Context: an optimization exercise on an open-source flow, tuned for small area. The choices shown serve that exercise and are no tape-out recipe. Function was checked by simulation only, so behaviour that the tests miss may differ from the original. In runs 2 to 4 the design's own scripts or RTL, not TritonCTS, make the clock network. The clock input has no modelled driver; a real chip could not lean on it and would need a root buffer or a full tree. No activity file was given, so power comes from the tool's default toggle rates.

==> flow/run.sh <==
#!/bin/bash
# Own layout flow: the standard ORFS flow (standard.sh) with three changes that only
# affect how the layout is built:
#  - synthesis runs synth_recipe.tcl unchanged except that ABC maps the logic with an
#    area-oriented script (area.abc) instead of ORFS's speed script; registers are mapped
#    by the same dfflibmap step, so their names and cells are the standard ones;
#    ORFS's half/full-adder extraction is also skipped so that ABC maps adders too;
#  - every input and output port still gets a buffer, but a 1x one (buf_1);
#  - the clock tree uses clkbuf_8 and no dummy loads.
# Each tool's output goes to its own log in this folder (and ORFS's logs under orfs/logs).
set -euo pipefail
W=$(pwd)
sed "s#synth_recipe\.tcl#flow/synth_area.tcl#" standard.sh > run_standard.sh
export MY_ABC_SCRIPT="$W/flow/area.abc"
bash run_standard.sh \
  ADDER_MAP_FILE= SKIP_REPAIR_TIE_FANOUT=1 \
  "BUFFER_PORTS_ARGS=-buffer_cell sky130_fd_sc_hd__buf_1" \
  "CTS_ARGS=-sink_clustering_enable -repair_clock_nets -buf_list {sky130_fd_sc_hd__clkbuf_4 sky130_fd_sc_hd__clkbuf_8} -dont_use_dummy_load" \
  finish > "$W/flow_make.log" 2>&1
for f in orfs/logs/*/*/*/*.log; do cp "$f" "$W/log_$(basename "$f")"; done
==> flow/area.abc <==
strash
dc2
dch -f
amap -m
topo
==> flow/synth_area.tcl <==
# synth_recipe.tcl with one change: ABC's script is $::env(MY_ABC_SCRIPT).
proc synth {args} { yosys synth -nofsm -noshare {*}$args }
proc abc {args} {
  set i [lsearch -exact $args -script]
  if {$i >= 0} { lset args [expr {$i + 1}] $::env(MY_ABC_SCRIPT) }
  yosys abc {*}$args
}
source $::env(SCRIPTS_DIR)/synth.tcl
# left out here: clear keep_hierarchy, flatten, clean up, hide names made inside functions, write 1_2_yosys.v
==> standard.sh <==
#!/bin/bash
# synth_recipe.tcl (not shown) runs the flow's synth.tcl, then flattens the netlist and writes it again
# the make line also repeats each setting of config.mk as NAME=value (left out here)
make -C /OpenROAD-flow-scripts/flow DESIGN_CONFIG=/design/flow/config.mk WORK_HOME=/design/flow/orfs CLKGATE_MAP_FILE= SYNTH_SCRIPT=/design/flow/synth_recipe.tcl "${@:-finish}"
==> config.mk <==
export PLATFORM = sky130hd
export DESIGN_NAME = top
export DESIGN_NICKNAME = top
export VERILOG_FILES = /design/flow/design.v
export SDC_FILE = /design/flow/constraint.sdc
export NUM_CORES = 4
export LEC_CHECK = 0
export CAP_MARGIN = 20
export CORE_MARGIN = 2
export CORE_UTILIZATION = 70
export CTS_BUF_LIST = sky130_fd_sc_hd__clkbuf_8
export SLEW_MARGIN = 20
==> constraint.sdc <==
create_clock -name core_clock -period 10.0 [get_ports {opb_clk}]
set_input_delay 2.0000 -clock core_clock [delete_from_list [all_inputs] [get_ports {opb_clk}]]
set_output_delay 2.0000 -clock core_clock [all_outputs]
set_load 0.01 [all_outputs]
==> design.v <==
module serialclockdvdr(clock, reset, write, read, asel, opb_datain, opb_dataout,
                       m_ss_bar, m_sclk, MOSI_2);
  input         clock, reset;
  input         write, read;
  input  [2:0]  asel;
  input  [15:0] opb_datain;
  output [15:0] opb_dataout;
  output        m_ss_bar, m_sclk, MOSI_2;
  localparam W = 16;    
  reg [W-1:0] n_clk_cycles, clk_hightime, clk_lowtime;
  reg [7:0]  spcr, txbyte;
  reg [15:0] opb_dataout;
  reg        m_sclk, MOSI_2;
  reg [2:0]  cntr_tx;
  reg        st2, st1, st0;
  wire [2:0] st = {st2, st1, st0};
  reg [2:0]  st_nx;
  reg        sclk_nx;
  reg [W-1:1] c2hi;
  wire [W-1:0] count2 = {c2hi, st == S0};
  reg [W:0]   count3, count4;
  localparam IDLE = 3'd0, D0 = 3'd1, D1 = 3'd3, D2 = 3'd7,
             S1 = 3'd6, S0 = 3'd4, SH = 3'd2, OVF = 3'd5;
  assign m_ss_bar = (st == IDLE);
  always @(posedge clock or posedge reset) begin
    if (reset) begin
      n_clk_cycles <= 0;
      clk_hightime <= 0;
      clk_lowtime <= 0;
      spcr <= 8'h00;
      txbyte <= 8'h00;
    end else if (write) begin
      case (asel)
        3'd0: n_clk_cycles <= opb_datain[W-1:0];
        3'd1: clk_hightime <= opb_datain[W-1:0];
        3'd2: clk_lowtime <= opb_datain[W-1:0];
        3'd3: spcr <= opb_datain[7:0];
        3'd4: txbyte <= opb_datain[7:0];
        default: ;
      endcase
    end
  end
  always @(posedge clock or posedge reset) begin
    if (reset)
      opb_dataout <= 16'h0000;
    else if (read && !asel[2]) begin
      case (asel[1:0])
        2'd0: opb_dataout <= n_clk_cycles;
        2'd1: opb_dataout <= clk_hightime;
        2'd2: opb_dataout <= clk_lowtime;
        default: opb_dataout <= {8'h00, spcr};
      endcase
    end
  end
  function automatic le(input [W-1:0] a, input [W-1:0] b);
    integer i;
    reg c;
    begin
      c = 1'b1;
      for (i = 0; i < W; i = i + 1)
        c = (~a[i] & b[i]) | (~a[i] & c) | (b[i] & c);
      le = c;
    end
  endfunction
  wire c2_le = le(count2, n_clk_cycles);
  wire c3_le = !count3[W] && le(count3[W-1:0], clk_hightime);
  wire c4_le = !count4[W] && le(count4[W-1:0], clk_lowtime);
  wire sclk_rise = !m_sclk && ((st == S1 && c2_le && c3_le) || st == SH);
  always @(posedge clock or posedge reset) begin
    if (reset) begin
      MOSI_2 <= 1'b0;
      cntr_tx <= 3'd0;
    end else if (sclk_rise) begin
      MOSI_2 <= txbyte[3'd7 - cntr_tx];
      cntr_tx <= cntr_tx + 3'd1;
    end
  end
  function automatic [W:0] incr(input [W:0] a, input cin);
    integer i;
    reg c;
    begin
      c = cin;
      for (i = 0; i <= W; i = i + 1) begin
        incr[i] = a[i] ^ c;
        c = a[i] & c;
      end
    end
  endfunction
  wire in_s1 = (st == S1);
  wire in_s0 = (st == S0);
  wire en3 = in_s1 && c2_le;
  wire en4 = in_s0 && c2_le;
  wire [W:0] count3_inc = incr(count3, en3 && c3_le);
  wire [W:0] count4_inc = incr(count4, en4 && c4_le);
  wire [W:0] c2hi_inc = incr({2'b00, c2hi}, en4 && !c4_le);
  always @(posedge clock or posedge reset) begin
    if (reset) begin
      count3 <= 0;
      count4 <= 0;
      c2hi <= 0;
    end else begin
      count3 <= (en3 && !c3_le) ? {(W+1){1'b0}} : count3_inc;
      count4 <= (en4 && !c4_le) ? {(W+1){1'b0}} : count4_inc;
      c2hi <= (st == SH) ? {(W-1){1'b0}} : c2hi_inc[W-2:0];
    end
  end
  always @* begin
    st_nx = st;
    sclk_nx = m_sclk;
    case (st)
      IDLE: if (write && spcr == 8'h4a) st_nx = D0;
      D0: st_nx = D1;
      D1: st_nx = D2;
      D2: st_nx = S1;
      S1: begin
        if (c2_le) begin
          if (c3_le) sclk_nx = 1'b1;
          else st_nx = S0;
        end else
          st_nx = SH;
      end
      S0: begin
        if (c2_le) begin
          if (c4_le) sclk_nx = 1'b0;
          else st_nx = (&c2hi) ? OVF : S1;
        end else
          st_nx = SH;
      end
      SH: begin
        sclk_nx = 1'b1;
        st_nx = IDLE;
      end
      default: st_nx = SH;
    endcase
  end
  always @(posedge clock or posedge reset) begin
    if (reset) begin
      st2 <= 1'b0;
      st1 <= 1'b0;
      st0 <= 1'b0;
      m_sclk <= 1'b0;
    end else begin
      st2 <= st_nx[2];
      st1 <= st_nx[1];
      st0 <= st_nx[0];
      m_sclk <= sclk_nx;
    end
  end
endmodule
module slavebusint(opb_clk, reset, opb_select, opb_rnw, opb_abus, opb_dbus,
                   rd, wr, asel, data_in, data_out, o_sl_dbus);
  input         opb_clk, reset;
  input         opb_select, opb_rnw;
  input  [15:0] opb_abus;
  input  [31:0] opb_dbus;
  input  [15:0] data_out;
  output        rd, wr;
  output [2:0]  asel;
  output [15:0] data_in;
  output [15:0] o_sl_dbus;
  reg        rd;
  reg [2:0]  asel;
  reg [15:0] data_in;
  reg [15:0] o_sl_dbus;
  reg [2:0]  st;
  localparam IDLE = 3'd0, WRITE = 3'd1, DONE = 3'd2, READ = 3'd4,
             RW0 = 3'd5, RW1 = 3'd6, RW2 = 3'd7;
  assign wr = (st == WRITE) || (st == DONE);
  wire avalid = (opb_abus[15:5] == 11'd0) && (opb_abus[1:0] == 2'd0) &&
                !(opb_abus[4] && (opb_abus[3] || opb_abus[2]));
  always @(posedge opb_clk or posedge reset) begin
    if (reset) begin
      rd <= 1'b0;
      asel <= 3'd0;
      data_in <= 16'h0000;
      o_sl_dbus <= 16'h0000;
      st <= IDLE;
    end else begin
      case (st)
        IDLE: begin
          if (opb_select) begin
            asel <= avalid ? opb_abus[4:2] : 3'd7;
            st <= opb_rnw ? READ : WRITE;
          end else
            rd <= 1'b0;
        end
        WRITE: begin
          data_in <= opb_dbus[15:0];
          st <= DONE;
        end
        DONE: begin
          rd <= 1'b0;
          st <= IDLE;
        end
        READ: begin
          rd <= 1'b1;
          o_sl_dbus <= data_out;
          st <= RW0;
        end
        RW0: st <= RW1;
        RW1: st <= RW2;
        RW2: st <= IDLE;
        default: st <= IDLE;
      endcase
    end
  end
endmodule
module top(m_ss_bar,reset,m_sclk,MOSI_2,opb_abus,opb_dbus,opb_select,opb_rnw,opb_clk,opb_dataout);
  input  [31:0] opb_dbus;
  input  [15:0] opb_abus;
  input         opb_clk, reset;
  input         opb_select;
  input         opb_rnw;
  output [31:0] opb_dataout;
  output        m_sclk, m_ss_bar, MOSI_2;
  wire        rd, wr;
  wire [2:0]  asel;
  wire [15:0] wdata;
  wire [15:0] rback;
  wire [15:0] dout;
  slavebusint m3 (
    .opb_clk(opb_clk), .reset(reset),
    .opb_select(opb_select), .opb_rnw(opb_rnw), .opb_abus(opb_abus), .opb_dbus(opb_dbus),
    .rd(rd), .wr(wr), .asel(asel), .data_in(wdata), .data_out(rback), .o_sl_dbus(dout));
  serialclockdvdr m1 (
    .clock(opb_clk), .reset(reset),
    .write(wr), .read(rd), .asel(asel), .opb_datain(wdata), .opb_dataout(rback),
    .m_ss_bar(m_ss_bar), .m_sclk(m_sclk), .MOSI_2(MOSI_2));
  assign opb_dataout = {16'h0000, dout};
endmodule
==> results of run 1 <==
[routing by layer]
metal	share of wire [%]	up-vias
li1	-	2971
met1	43	3016
met2	48	266
met3	7.7	26
met4	1.5	0
met5	0	-
[worst paths after layout]
path | from | endpoint | slack [ps] | cells past startpoint
worst max-delay path | m1.st2$_DFFE_PP0P_ | m1.count3[15]$_DFF_PP0_ | 4170 | 33
worst min-delay path | m3.o_sl_dbus[8]$_DFFE_PP0P_ | m3.o_sl_dbus[8]$_DFFE_PP0P_ | 480 | 2
worst max register to register | m1.st2$_DFFE_PP0P_ | m1.count3[15]$_DFF_PP0_ | 4170 | 33
worst min register to register | m3.o_sl_dbus[8]$_DFFE_PP0P_ | m3.o_sl_dbus[8]$_DFFE_PP0P_ | 480 | 2
max in group asynchronous | reset | m1.clk_lowtime[1]$_DFFE_PP0P_ | 6790 | 3
min in group asynchronous | reset | m1.cntr_tx[1]$_DFFE_PP0P_ | 1740 | 2
[critical path, delay by kind of cell, from the launching register on]
| family | cells | cell delay [ps] |
|---|---|---|
| AOI/OAI and AO/OA | 12 | 1670 |
| buffers and inverters | 2 | 240 |
| and+or+nand+nor | 19 | 3320 |
| DFF | 1 | 440 |
[state kept, by name, summed over array words and instances (netlist names), 3 cells and up]
register and count:
m1.c2hi 15, m1.clk_hightime 16, m3.o_sl_dbus 16, m3.data_in 16, m1.opb_dataout 16, m3.st 3
m1.clk_lowtime 16, m1.count4 17, m1.cntr_tx 3, m3.asel 3, m1.count3 17, m1.n_clk_cycles 16
m1.txbyte 8, m1.spcr 8
[through the flow]
step	hold slack (ps)	utilization (%)
final	481	75.9
after floorplan	450	-
after global placement	459	73.7
after detailed placement	471	73.7
after CTS	489	75.9
after global routing	527	75.9
[report_power, final]
part / leakage, nW / switching [mW] / total, mW / internal [mW]
Combinational: 0.868 / 0.137 / 0.170 / 0.0328
Sequential: 2.41 / 0.0161 / 0.766 / 0.750
Clock: 0.122 / 0.217 / 0.367 / 0.150
[cell usage in the layout (no fill, tap or decap), types with 9 or more instances in the layout]
master,count
dfrtp_1,176
clkinv_1,126
nor2_1,95
nand2_1,89
o21ai_0,78
o22ai_1,58
buf_1,54
nor3_1,33
a21oi_1,22
a222oi_1,20
clkbuf_8,17
a211oi_1,16
o221ai_1,12
a22oi_1,9
[kinds of logic (layout without fill, tap and decap cells)]
kind of cell / after synthesis / count (layout) / synth area share [%]
simple gates: 251 / 251 / 13.9
compound gates: 238 / 238 / 20.4
buf+inv: 143 / 203 / 7.84
other cells: 1 / 1 / 0.0492
flops: 176 / 176 / 57.8
[final cells by class]
type,instances,area (sq um),area share (%)
clock buffers,17,234,2.87
multi-input cells,490,2620,32.2
repair buffers,59,240,2.94
inverters,127,482,5.90
flip-flops and latches,176,4400,54.0
well taps,140,175,2.15
==> results.yml, run 1 <==
place:
  place_hpwl_mm: 12.4
  dp_slack_ps: 4280
  placedInstanceArea_sq_um: 7920
  place_inst: 992
  io_buffers: 54
  place_congestion: 0.880
worst_setup_path:
  crit_required_ps: 10320
  cp_max_fo: 5
  cp.arrival_ps: 6150
  crit_top_cell: "nand2_1"
  path_class: "flop to flop"
  startpoint_type: "flop"
  crit_slowest_cell: "nor3_1"
  cpPeakStageDelay_ps: 550
  endpoint_kind: "flop"
power:
  finalPower_mw: 1.30
  vdd.ir_drop.worst_mv: 0.126
  leakage_nw: 3.40
  power_density_nw_per_um2: 160
routing:
  drc: 0
  via_per_inst: 6.22
  postRouteAntennaNets: 0
  routedWlPerCell_um: 17.5
  drt_pass1_iterations: 6
  wirelength_mm: 17.7
  drt_iter0_markers: 611
  dr_total_vias: 6279
clocking:
  cts_tree: "yes"
  hold_buffers: 0
  path_clk_slew_ps: 90
  htreeDepth: 4
  clock_latency_ps: 460
  post_cts_buffers: 0
  cts.path.max_buffers: 2
  cts-buffers-inserted: 17
  cts_num_sinks: 176
  cts-root-buf: "clkbuf_8"
  ctsResizeCount: 0
synth:
  synth.most_common_cell: "dfrtp_1"
  ys_top_cells_by_count: "dfrtp_1, clkinv_1, nor2_1"
  ys_types: 34
  async_flop_share_pct: 100
  synth-edff-count: 0
  synth_cells: 809
  yosysTopAreaCellShare_pct: 57.8
  yosys.area.top_type: "dfrtp_1"
  seq_area_frac_synth_pct: 57.8
  netlist_top_cells_area: "dfrtp_1, clkinv_1, o21ai_0"
  syn_area_sq_um: 7620
  synth_ff_type: "dfrtp_1"
  ys_warn_count: 2
  synth.net_count: 861
  syn_area_per_cell_sq_um: 9.41
  synth-seq-cells: 176
die:
  core-area_sq_um: 10700
  num_io_pins: 87
  die_x_um: 108
  die_h_um: 108
  initial_core_util_pct: 70.9
  num_rows: 38
  die-area_sq_um: 11700
cells_and_area:
  finalNetCount: 923
  drive_gt1_share_pct: 3.11
  stdcell_count: 1009
  n_fill_cell: 802
  num_antenna_cells: 0
  final_area_sq_um: 8160
  synthToLayoutAreaGrowth_pct: 7.13
grt:
  gr-usage-met3_pct: 8.56
  met2_usage_pct: 50.5
  grt_max_degree: 101
  grt_pass1_wl_mm: 28.4
  overflow: 0
  globalRouteMet1Util_pct: 44.3
  grt_pass1_vias: 5789
  antenna_found_initial: 0
  grtUsageTotal_pct: 32.1
  gr-max-usage-layer: "met2"
sta:
  maxSlewViolCount: 0
  clock_skew_ps: 28.1
  period_share_pct: 58.3
  finalCriticalPeriod_ps: 5830
  fmax_mhz: 172
  layout_setup_ws_ps: 4170
  tightest_slew_ps: 1020
  setup_viol: 0
  setup_tns_ps: 0
  slew_headroom_pct: 31.9
  finalHoldViolations: 0
  rsz0062_at_grt: "no"
flow_run:
  cap_violations: 0
run_status:
  status: "no timing/DRC/antenna violations"
worst_hold_path:
  hold_path_class: "flop to flop"
==> run 2: changes to the inputs <==
==> flow/run.sh (replaced) <==
#!/bin/bash
# Own layout flow: the standard ORFS flow (standard.sh) with changes that only
# affect how the layout is built:
#  - synthesis runs synth_recipe.tcl unchanged except that ABC maps the logic with an
#    area-oriented script (area.abc) instead of ORFS's speed script, and ORFS's
#    half/full-adder extraction is skipped so that ABC maps the adders too; registers
#    are mapped by the same dfflibmap step, so their names and cells are the standard ones;
#  - every input and output port still gets a buffer, but a 1x one (buf_1);
#  - constant outputs share one tie cell (SKIP_REPAIR_TIE_FANOUT);
#  - the clock tree is built by manual_cts.tcl (a PRE_CTS hook that replaces TritonCTS):
#    two root buffers and ten leaf buffers, each leaf driving the flip-flops of one
#    region; all flip-flops sit at the same depth, so the clock reaches them together.
# Each tool's output goes to its own log in this folder (and ORFS's logs under orfs/logs).
set -euo pipefail
W=$(pwd)
sed "s#synth_recipe\.tcl#flow/synth_area.tcl#" standard.sh > run_standard.sh
export MY_ABC_SCRIPT="$W/flow/area.abc"
bash run_standard.sh \
  ADDER_MAP_FILE= SKIP_REPAIR_TIE_FANOUT=1 \
  "BUFFER_PORTS_ARGS=-buffer_cell sky130_fd_sc_hd__buf_1" \
  "PRE_CTS_TCL=$W/flow/manual_cts.tcl" \
  finish > "$W/flow_make.log" 2>&1
for f in orfs/logs/*/*/*/*.log; do cp "$f" "$W/log_$(basename "$f")"; done
==> flow/manual_cts.tcl (new file) <==
# Clock tree built here in place of TritonCTS (cts.tcl calls clock_tree_synthesis):
# the flip-flops are split into 5 x 2 groups of equal size
# (by x, then by y), each driven by one leaf buffer placed at the group's centre; the
# leaves are driven by 2 root buffers, which the clock port drives.
proc mcts_split {items index parts} {
  set s [lsort -integer -index $index $items]
  set n [llength $s]
  set out {}
  for {set k 0} {$k < $parts} {incr k} {
    set a [expr {($k * $n) / $parts}]
    set b [expr {(($k + 1) * $n) / $parts - 1}]
    lappend out [lrange $s $a $b]
  }
  return $out
}

proc mcts_buffer {block master name in_net items} {
  set sx 0; set sy 0
  foreach s $items { incr sx [lindex $s 1]; incr sy [lindex $s 2] }
  set cx [expr {$sx / [llength $items]}]
  set cy [expr {$sy / [llength $items]}]
  set inst [odb::dbInst_create $block $master $name]
  set net [odb::dbNet_create $block "${name}_net"]
  $net setSigType CLOCK
  foreach s $items {
    set it [lindex $s 0]
    $it disconnect
    $it connect $net
  }
  [$inst findITerm A] connect $in_net
  [$inst findITerm X] connect $net
  $inst setLocation $cx $cy
  $inst setPlacementStatus PLACED
  puts "manual cts: $name ([$master getName]) at ($cx, $cy) drives [llength $items] pins"
  return [list [$inst findITerm A] $cx $cy]
}

proc clock_tree_synthesis {args} {
  set cols 5
  set rows 2
  set roots 2
  set db [ord::get_db]
  set block [ord::get_db_block]
  set leaf [$db findMaster sky130_fd_sc_hd__clkbuf_8]
  set root [$db findMaster sky130_fd_sc_hd__clkbuf_4]
  set clk [$block findNet opb_clk]
  set sinks {}
  foreach it [$clk getITerms] {
    set bb [[$it getInst] getBBox]
    lappend sinks [list $it [expr {([$bb xMin] + [$bb xMax]) / 2}] [expr {([$bb yMin] + [$bb yMax]) / 2}]]
  }
  set leaves {}
  set i 0
  foreach col [mcts_split $sinks 1 $cols] {
    foreach g [mcts_split $col 2 $rows] {
      lappend leaves [mcts_buffer $block $leaf "clkbuf_leaf_$i" $clk $g]
      incr i
    }
  }
  if {$roots > 0} {
    set i 0
    foreach g [mcts_split $leaves 1 $roots] {
      mcts_buffer $block $root "clkbuf_root_$i" $clk $g
      incr i
    }
  }
  set_propagated_clock [all_clocks]
}
--- a/config.mk
+++ b/config.mk
@@ -8,5 +8,4 @@
 export CAP_MARGIN = 20
 export CORE_MARGIN = 2
 export CORE_UTILIZATION = 70
-export CTS_BUF_LIST = sky130_fd_sc_hd__clkbuf_8
 export SLEW_MARGIN = 20
==> results.yml, run 2 <==
synth:
  yosys.area.top_type: "dfrtp_1"
  netlist_top_cells_area: "dfrtp_1, clkinv_1, o21ai_0"
  syn_area_per_cell_sq_um: 9.41
  yosysTopAreaCellShare_pct: 57.8
  synth-edff-count: 0
  seq_area_frac_synth_pct: 57.8
  synth.most_common_cell: "dfrtp_1"
  synth_cells: 809
  syn_area_sq_um: 7620
  async_flop_share_pct: 100
  synth-seq-cells: 176
  synth_ff_type: "dfrtp_1"
  ys_top_cells_by_count: "dfrtp_1, clkinv_1, nor2_1"
  ys_warn_count: 2
  ys_types: 34
  synth.net_count: 861
routing:
  drt_pass1_iterations: 7
  drc: 0
  routedWlPerCell_um: 17.4
  via_per_inst: 6.18
  wirelength_mm: 17.5
  postRouteAntennaNets: 0
  drt_iter0_markers: 644
  dr_total_vias: 6203
run_status:
  status: "no timing/DRC/antenna violations"
cells_and_area:
  finalNetCount: 918
  fin_util_pct: 75.2
  drive_gt1_share_pct: 2.55
  n_fill_cell: 814
  final_cell_mix: "dfrtp_1, clkinv_1, nor2_1"
  top_regs: "m1.count3 x17, m1.count4 x17"
  num_antenna_cells: 0
  synthToLayoutAreaGrowth_pct: 6.06
  final_common_cell: "dfrtp_1"
clocking:
  path_clk_slew_ps: 100
  ctsResizeCount: 0
  clock_latency_ps: 410
  post_cts_buffers: 0
  hold_buffers: 0
sta:
  period_share_pct: 58.5
  slew_headroom_pct: 32.0
  tightest_slew_ps: 1020
  setup_tns_ps: 0
  finalHoldViolations: 0
  layout_setup_ws_ps: 4150
  finalCriticalPeriod_ps: 5850
  hold_ws_ps: 487
  setup_viol: 0
  rsz0062_at_grt: "no"
  clock_skew_ps: 15.5
  maxSlewViolCount: 0
  fmax_mhz: 171
grt:
  grt_pass1_wl_mm: 28.4
  antenna_found_initial: 1
  overflow: 0
  grt_pass1_vias: 5814
  grt_max_degree: 101
  grtUsageTotal_pct: 30.6
worst_setup_path:
  cpPeakStageDelay_ps: 570
  startpoint_type: "flop"
  path_class: "flop to flop"
  cp_max_fo: 5
  crit_slowest_cell: "nor3_1"
  crit_top_cell: "nand2_1"
  cp.arrival_ps: 6110
  crit_cells: 32
  crit_required_ps: 10260
  critPathTopFamily: "simple AND/OR/NAND/NOR gates"
  reg2reg_depth: 32
  endpoint_kind: "flop"
  critPathBufInv: 2
place:
  place_congestion: 0.880
  io_buffers: 54
  place_hpwl_mm: 12.4
  dp_slack_ps: 4280
power:
  sequentialPowerShare_pct: 61.8
  leakage_nw: 3.36
  power_density_nw_per_um2: 153
  vdd.ir_drop.worst_mv: 0.149
  comb_power_share_pct: 13.8
  clock_power_share_pct: 24.4
  p_switching_uw: 355
  cellInternalPower_uw: 883
  swShare_pct: 28.7
die:
  die-area_sq_um: 11700
  num_rows: 38
  num_io_pins: 87
  die_h_um: 108
  initial_core_util_pct: 70.9
  core-area_sq_um: 10700
  die_x_um: 108
worst_hold_path:
  whs_path_depth: 2
  hold_path_class: "flop to flop"
flow_run:
  cap_violations: 0
## run 2: power groups by stage
| stage | clock (mW) | sequential (mW) | combinational (mW) |
|---|---|---|---|
| finish | 0.302 | 0.765 | 0.170 |
| global route | 0.336 | 0.769 | 0.187 |
| CTS | 0.308 | 0.765 | 0.168 |
| detailed placement | 0 | 0.780 | 0.167 |
| global placement | 0 | 0.777 | 0.159 |
| floorplan | 0 | 0.777 | 0.112 |
## run 2: cell families (layout without fill, tap and decap cells)
kind of cell / after synthesis / count (layout) / share of synthesized area [%]
AND/OR/NAND/NOR: 251 / 251 / 13.9
AO/OA/AOI/OAI: 238 / 238 / 20.4
flip-flops: 176 / 176 / 57.8
buffers and inverters: 143 / 198 / 7.84
other: 1 / 1 / 0.0492
## run 2: final timing paths
| path | startpoint | endpoint | slack, ps |
|---|---|---|---|
| setup / recovery | m1.n_clk_cycles[2]$_DFFE_PP0P_ | m1.count3[15]$_DFF_PP0_ | 4150 |
| hold / removal | m3.o_sl_dbus[8]$_DFFE_PP0P_ | m3.o_sl_dbus[8]$_DFFE_PP0P_ | 490 |
| min in group asynchronous | reset | m1.MOSI_2$_DFFE_PP0P_ | 1760 |
| max in group asynchronous | reset | m3.o_sl_dbus[14]$_DFFE_PP0P_ | 6770 |
| setup reg to reg | m1.n_clk_cycles[2]$_DFFE_PP0P_ | m1.count3[15]$_DFF_PP0_ | 4150 |
| hold reg to reg | m3.o_sl_dbus[8]$_DFFE_PP0P_ | m3.o_sl_dbus[8]$_DFFE_PP0P_ | 490 |
## run 2: stage by stage
| stage | instances | area [sq um] | power, mW |
|---|---|---|---|
| 2_1_floorplan | 809 | 7620 | 0.888 |
| 3_3_place_gp | 992 | 7920 | 0.935 |
| 3_5_place_dp | 992 | 7920 | 0.947 |
| 4_1_cts | 1004 | 8070 | 1.24 |
| 5_1_grt | 1004 | 8080 | 1.29 |
| 6_report | 1004 | 8080 | 1.24 |
## run 2: worst min-delay path, cell delays in order, from the launching register on
cell     delay [ps]
dfrtp_1         350
nand2_1          50
o21ai_0          60
## run 2: layout make-up
type	count	area, sq um	share of cell area (%)
Sequential cell	176	4400	54.5
Multi-Input combinational cell	490	2620	32.5
Inverter	127	482	5.96
Timing Repair Buffer	59	240	2.97
Tap cell	140	175	2.17
Buffer	12	153	1.89
## run 2: metal layers
metal  wire (um)  GRT usage, %  up-vias  share of wire, %
met4         229          5.40        0               1.3
li1            -             -     2958                 -
met3        1210          4.46       24               6.9
met2        8440          50.7      225                48
met1        7620          44.3     2996                44
met5           0             0        -                 0
==> run 3: changes to the inputs <==
==> flow/area.abc (replaced) <==
strash
dc2
dch -f
amap -m -Q 0.1
topo
==> results.yml, run 3 <==
synth:
  async_flop_share_pct: 100
  ys_types: 38
  synth-seq-cells: 176
  seq_area_frac_synth_pct: 58.2
  syn_area_per_cell_sq_um: 10.3
  synth-edff-count: 0
  ys_warn_count: 2
  ys_top_cells_by_count: "dfrtp_1, clkinv_1, nor2_1"
  synth.most_common_cell: "dfrtp_1"
  synth_ff_type: "dfrtp_1"
  synth_cells: 735
  netlist_top_cells_area: "dfrtp_1, clkinv_1, a22o_1"
  syn_area_sq_um: 7570
  yosys.area.top_type: "dfrtp_1"
  synth.net_count: 787
  yosysTopAreaCellShare_pct: 58.2
grt:
  grt_pass1_wl_mm: 28.4
  overflow: 0
  grtUsageTotal_pct: 30.7
  grt_pass1_vias: 5759
  grt_max_degree: 97
  antenna_found_initial: 0
worst_setup_path:
  crit_path_start: "m1.st2$_DFFE_PP0P_"
  path_class: "flop to flop"
  cp_max_fo: 6
  crit_required_ps: 10250
  cpPeakStageDelay_ps: 440
  crit_end: "m1.count3[15]$_DFF_PP0_"
  startpoint_type: "flop"
  endpoint_kind: "flop"
  crit_top_cell: "nand2_1"
  cp.arrival_ps: 5730
  regToRegEndpoint: "m1.count3[15]$_DFF_PP0_"
  crit_slowest_cell: "dfrtp_1"
  reg2reg_depth: 32
  r2r-start: "m1.st2$_DFFE_PP0P_"
  r2r_setup_slack_ps: 4510
cells_and_area:
  num_antenna_cells: 0
  final_common_cell: "dfrtp_1"
  synthToLayoutAreaGrowth_pct: 6.24
  top_regs: "m1.count3 x17, m1.count4 x17"
  drive_gt1_share_pct: 2.77
  final_cell_mix: "dfrtp_1, clkinv_1, nor2_1"
  finalNetCount: 847
die:
  die_h_um: 108
  die_x_um: 108
  die-area_sq_um: 11700
  core-area_sq_um: 10400
  num_rows: 37
  initial_core_util_pct: 72.7
  num_io_pins: 87
sta:
  finalHoldViolations: 0
  fmax_mhz: 182
  maxSlewViolCount: 0
  clock_skew_ps: 19.4
  setup_viol: 0
  finalCriticalPeriod_ps: 5490
  tightest_slew_ps: 1060
  layout_setup_ws_ps: 4510
  setup_tns_ps: 0
  period_share_pct: 54.9
  slew_headroom_pct: 29.3
  rsz0062_at_grt: "no"
routing:
  dr_total_vias: 6019
  via_per_inst: 6.48
  routedWlPerCell_um: 18.4
  drt_iter0_markers: 575
  postRouteAntennaNets: 0
  drc: 0
  wirelength_mm: 17.1
  drt_pass1_iterations: 6
clocking:
  clock_latency_ps: 400
  path_clk_slew_ps: 110
  hold_buffers: 0
  post_cts_buffers: 0
  ctsResizeCount: 0
run_status:
  status: "no timing/DRC/antenna violations"
power:
  vdd.ir_drop.worst_mv: 0.162
  finalPower_mw: 1.70
  power_density_nw_per_um2: 212
  leakage_nw: 3.39
flow_run:
  cap_violations: 0
place:
  dp_slack_ps: 4580
  io_buffers: 54
  place_congestion: 0.899
  place_hpwl_mm: 12.3
worst_hold_path:
  hold_path_class: "flop to flop"
  whs_path_depth: 1
[run 3: cell count changes after synthesis, moves of 5 or more]
cell	delta
nor2_1	-13
a21oi_1	-9
o2bb2ai_1	+17
clkinv_1	-14
nand2_1	-49
o21ai_0	-47
a22o_1	+40
o22ai_1	-5
[run 3: worst min-delay path by stage]
stage                                              start                        endpoint  slack [ps]
after CTS                 m1.opb_dataout[11]$_DFFE_PP0P_  m1.opb_dataout[11]$_DFFE_PP0P_         500
after global routing         m3.o_sl_dbus[9]$_DFFE_PP0P_     m3.o_sl_dbus[9]$_DFFE_PP0P_         530
after detailed placement  m1.opb_dataout[11]$_DFFE_PP0P_  m1.opb_dataout[11]$_DFFE_PP0P_         480
after floorplan           m1.opb_dataout[10]$_DFFE_PP0P_  m1.opb_dataout[10]$_DFFE_PP0P_         450
final                        m3.o_sl_dbus[6]$_DFFE_PP0P_     m3.o_sl_dbus[6]$_DFFE_PP0P_         500
after global placement    m1.opb_dataout[11]$_DFFE_PP0P_  m1.opb_dataout[11]$_DFFE_PP0P_         460
[run 3: where the power goes]
part	internal, mW	switching, mW
Sequential	0.875	0.129
Clock	0.100	0.199
Combinational	0.150	0.249
Total	1.13	0.577
[run 3: kinds of logic (layout without fill, tap and decap cells)]
family,after synthesis,count (layout),synth area share [%]
DFF,176,176,58.2
and+or+nand+nor,190,190,11.0
buffers and inverters,129,187,7.19
AOI/OAI and AO/OA,239,239,23.6
other,1,1,0.0495
[run 3: metal layers]
layer  global-route usage, %  part of all wire, %  wire, um  up-vias
li1                        -                    -         -     2828
met1                    45.0                   43      7400     2929
met2                    51.2                   47      8000      233
met3                    4.34                  8.5      1460       29
met4                    4.21                  1.5       261        0
met5                       0                    0         0        -
[run 3: area by class of cell]
cell class                      instances  area (sq um)
Timing Repair Buffer                   62           263
Fill cell                             738          2370
Sequential cell                       176          4400
Multi-Input combinational cell        430          2630
Buffer                                 12           153
Inverter                              113           429
Tap cell                              136           170
[run 3: critical path: cells and delay by family (launching register included)]
| kind | cells | cell delay (ps) |
|---|---|---|
| flops | 1 | 440 |
| simple gates | 17 | 2810 |
| compound gates | 12 | 1640 |
| buf+inv | 3 | 450 |
[run 3: per-stage QoR]
step                util [%]  area, sq um  hold WS, ps  cells
floorplan                  -         7570          450    735
global placement        75.8         7890          463    917
detailed placement      75.8         7890          480    917
CTS                     77.2         8040          503    929
global route            77.2         8050          526    929
finish                  77.2         8050          500    929
==> run 4: changes to the inputs <==
--- a/config.mk
+++ b/config.mk
@@ -7,5 +7,5 @@
 export LEC_CHECK = 0
 export CAP_MARGIN = 20
 export CORE_MARGIN = 2
-export CORE_UTILIZATION = 70
+export CORE_UTILIZATION = 85
 export SLEW_MARGIN = 20
==> results.yml, run 4 <==
routing:
  drt_pass1_iterations: 10
  dr_total_vias: 6615
  drt_iter0_markers: 1021
  drc: 0
  via_per_inst: 7.34
  postRouteAntennaNets: 0
  routedWlPerCell_um: 22.0
  wirelength_mm: 19.8
grt:
  grt_pass1_vias: 6562
  overflow: 0
  antenna_found_initial: 0
  grt_max_degree: 115
  grtUsageTotal_pct: 41.9
  grt_pass1_wl_mm: 32.5
sta:
  setup_viol: 0
  period_share_pct: 59.9
  finalHoldViolations: 0
  slew_headroom_pct: 32.6
  finalCriticalPeriod_ps: 5990
  setup_tns_ps: 0
  maxSlewViolCount: 0
  tightest_slew_ps: 1010
  rsz0062_at_grt: "no"
  fmax_mhz: 167
  clock_skew_ps: 9.91
worst_hold_path:
  hold_start: "m1.opb_dataout[14]$_DFFE_PP0P_"
  whs_path_depth: 2
  hold_path_class: "flop to flop"
  min_to: "m1.opb_dataout[14]$_DFFE_PP0P_"
synth:
  synth_ff_type: "dfrtp_1"
  synth-seq-cells: 176
  ys_top_cells_by_count: "dfrtp_1, clkinv_1, nor2_1"
  ys_types: 38
  syn_area_per_cell_sq_um: 10.3
  netlist_top_cells_area: "dfrtp_1, clkinv_1, a22o_1"
  synth.net_count: 787
  syn_area_sq_um: 7570
  synth_cells: 735
  yosysTopAreaCellShare_pct: 58.2
  yosys.area.top_type: "dfrtp_1"
  seq_area_frac_synth_pct: 58.2
  async_flop_share_pct: 100
  synth-edff-count: 0
  synth.most_common_cell: "dfrtp_1"
  ys_warn_count: 2
clocking:
  path_clk_slew_ps: 110
  ctsResizeCount: 0
  post_cts_buffers: 0
  clock_latency_ps: 400
  hold_buffers: 0
power:
  power_density_nw_per_um2: 216
  finalPower_mw: 1.73
  leakage_nw: 3.39
  vdd.ir_drop.worst_mv: 0.150
worst_setup_path:
  cpPeakStageDelay_ps: 450
  regToRegEndpoint: "m1.count3[15]$_DFF_PP0_"
  crit_top_cell: "nand2_1"
  endpoint_kind: "flop"
  crit_required_ps: 10270
  cp.arrival_ps: 6260
  r2r_setup_slack_ps: 4010
  path_class: "flop to flop"
  cp_max_fo: 6
  r2r-start: "m1.st2$_DFFE_PP0P_"
  reg2reg_depth: 32
  startpoint_type: "flop"
  crit_slowest_cell: "dfrtp_1"
die:
  die-area_sq_um: 9680
  num_io_pins: 87
  num_rows: 34
  initial_core_util_pct: 87.3
  die_x_um: 98.4
  core-area_sq_um: 8680
  die_h_um: 98.4
place:
  place_congestion: 0.961
  place_hpwl_mm: 13.7
  place_inst: 889
  io_buffers: 54
cells_and_area:
  stdcell_count: 901
  finalNetCount: 847
  final_cell_mix: "dfrtp_1, clkinv_1, nor2_1"
  num_antenna_cells: 0
  drive_gt1_share_pct: 3.03
  top_regs: "m1.count3 x17, m1.count4 x17"
  final_common_cell: "dfrtp_1"
  synthToLayoutAreaGrowth_pct: 5.85
run_status:
  status: "no timing/DRC/antenna violations"
flow_run:
  cap_violations: 0
==> run 4: cell counts after synthesis <==
Identical to the previous run, type by type.
==> run 4: kinds of logic after synthesis <==
| kind of cell | after synthesis | synth area share [%] |
|---|---|---|
| buffers and inverters | 129 | 7.19 |
| and+or+nand+nor | 190 | 11.0 |
| AOI/OAI and AO/OA | 239 | 23.6 |
| other | 1 | 0.0495 |
| DFF | 176 | 58.2 |
==> run 4: routing by layer <==
metal | vias to the layer above | track usage [%] | wire, um
met5 | - | 0 | 0
met4 | 0 | 15.0 | 922
met3 | 125 | 7.30 | 2230
met2 | 540 | 70.3 | 9770
met1 | 3116 | 56.3 | 6920
li1 | 2834 | - | -
==> run 4: layout make-up <==
cell class	instances	area [sq um]
sequential	176	4400
buffer	12	153
timing repair buffer	62	263
tap	108	135
inverter	113	429
fill	328	662
multi-input combinational	430	2630
==> run 4: worst max-delay path by stage <==
stage	slack, ps	start	to
6_report	4010	m1.st2$_DFFE_PP0P_	m1.count3[15]$_DFF_PP0_
4_1_cts	4200	m1.clk_lowtime[2]$_DFFE_PP0P_	m1.count4[15]$_DFF_PP0_
5_1_grt	3410	m1.st2$_DFFE_PP0P_	m1.count3[16]$_DFF_PP0_
3_5_place_dp	4310	m1.clk_lowtime[2]$_DFFE_PP0P_	m1.count4[15]$_DFF_PP0_
3_3_place_gp	4810	m1.clk_lowtime[1]$_DFFE_PP0P_	m1.count4[15]$_DFF_PP0_
2_1_floorplan	4840	reset	m1.MOSI_2$_DFFE_PP0P_
==> run 4: where the power goes <==
group | switching [mW] | internal, mW | leakage (nW)
clock | 0.202 | 0.100 | 0.0811
combinational | 0.268 | 0.151 | 0.956
sequential | 0.138 | 0.875 | 2.35
total | 0.607 | 1.13 | 3.39
==> run 4: worst max-delay path, delay by kind of cell, from the launching register on <==
kind	cells	cell delay, ps
simple gates	17	3160
compound gates	12	1750
buf+inv	3	460
flops	1	450
==> run 4: per-stage QoR <==
step	instance area, sq um	utilization (%)	worst slack, ps	hold slack, ps
2_1_floorplan	7570	-	4840	450
6_report	8020	92.4	4010	500
3_5_place_dp	7860	90.5	4310	477
4_1_cts	8010	92.3	4200	504
3_3_place_gp	7860	90.5	4810	464
5_1_grt	8020	92.4	3410	522

-- separate check: timing with driven ports --
The results above use ideal ports. As a check the final layouts listed here were re-extracted and re-timed, cells and wires unchanged. Step 1 (the two cells are an assumption about what drives the block):
set clk [get_ports {opb_clk}]
set_driving_cell -lib_cell sky130_fd_sc_hd__clkbuf_16 $clk
set_driving_cell -lib_cell sky130_fd_sc_hd__buf_2 [delete_from_list [all_inputs] $clk]
Step 2 times the ports against the registers' clock, not the clock port: input delays grow and output delays shrink by t, the midpoint of the rising clock arrivals with the driver on. Three values: ideal ports, drivers, drivers and shift; two values: the first two.
| run | shift t [ns] | slack for setup (ns) | hold slack, ns | pins driven straight from the clock port |
|---|---|---|---|---|
| run 1 | 0.485 | 4.172 / 4.172 / 4.172 | 0.481 / 0.481 / 0.481 | 1 |
| run 2 | 0.445 | 4.146 / 4.146 / 4.146 | 0.487 / 0.487 / 0.487 | 2 |
| run 3 | 0.432 | 4.515 / 4.514 / 4.514 | 0.500 / 0.500 / 0.500 | 2 |
| run 4 | 0.444 | 4.009 / 4.009 / 4.009 | 0.500 / 0.500 / 0.500 | 2 |
After both steps every run listed still meets setup and hold. For run 3, which loses most, drivers alone change the setup slack by -0.001 ns; drivers and shift together by -0.001 ns.
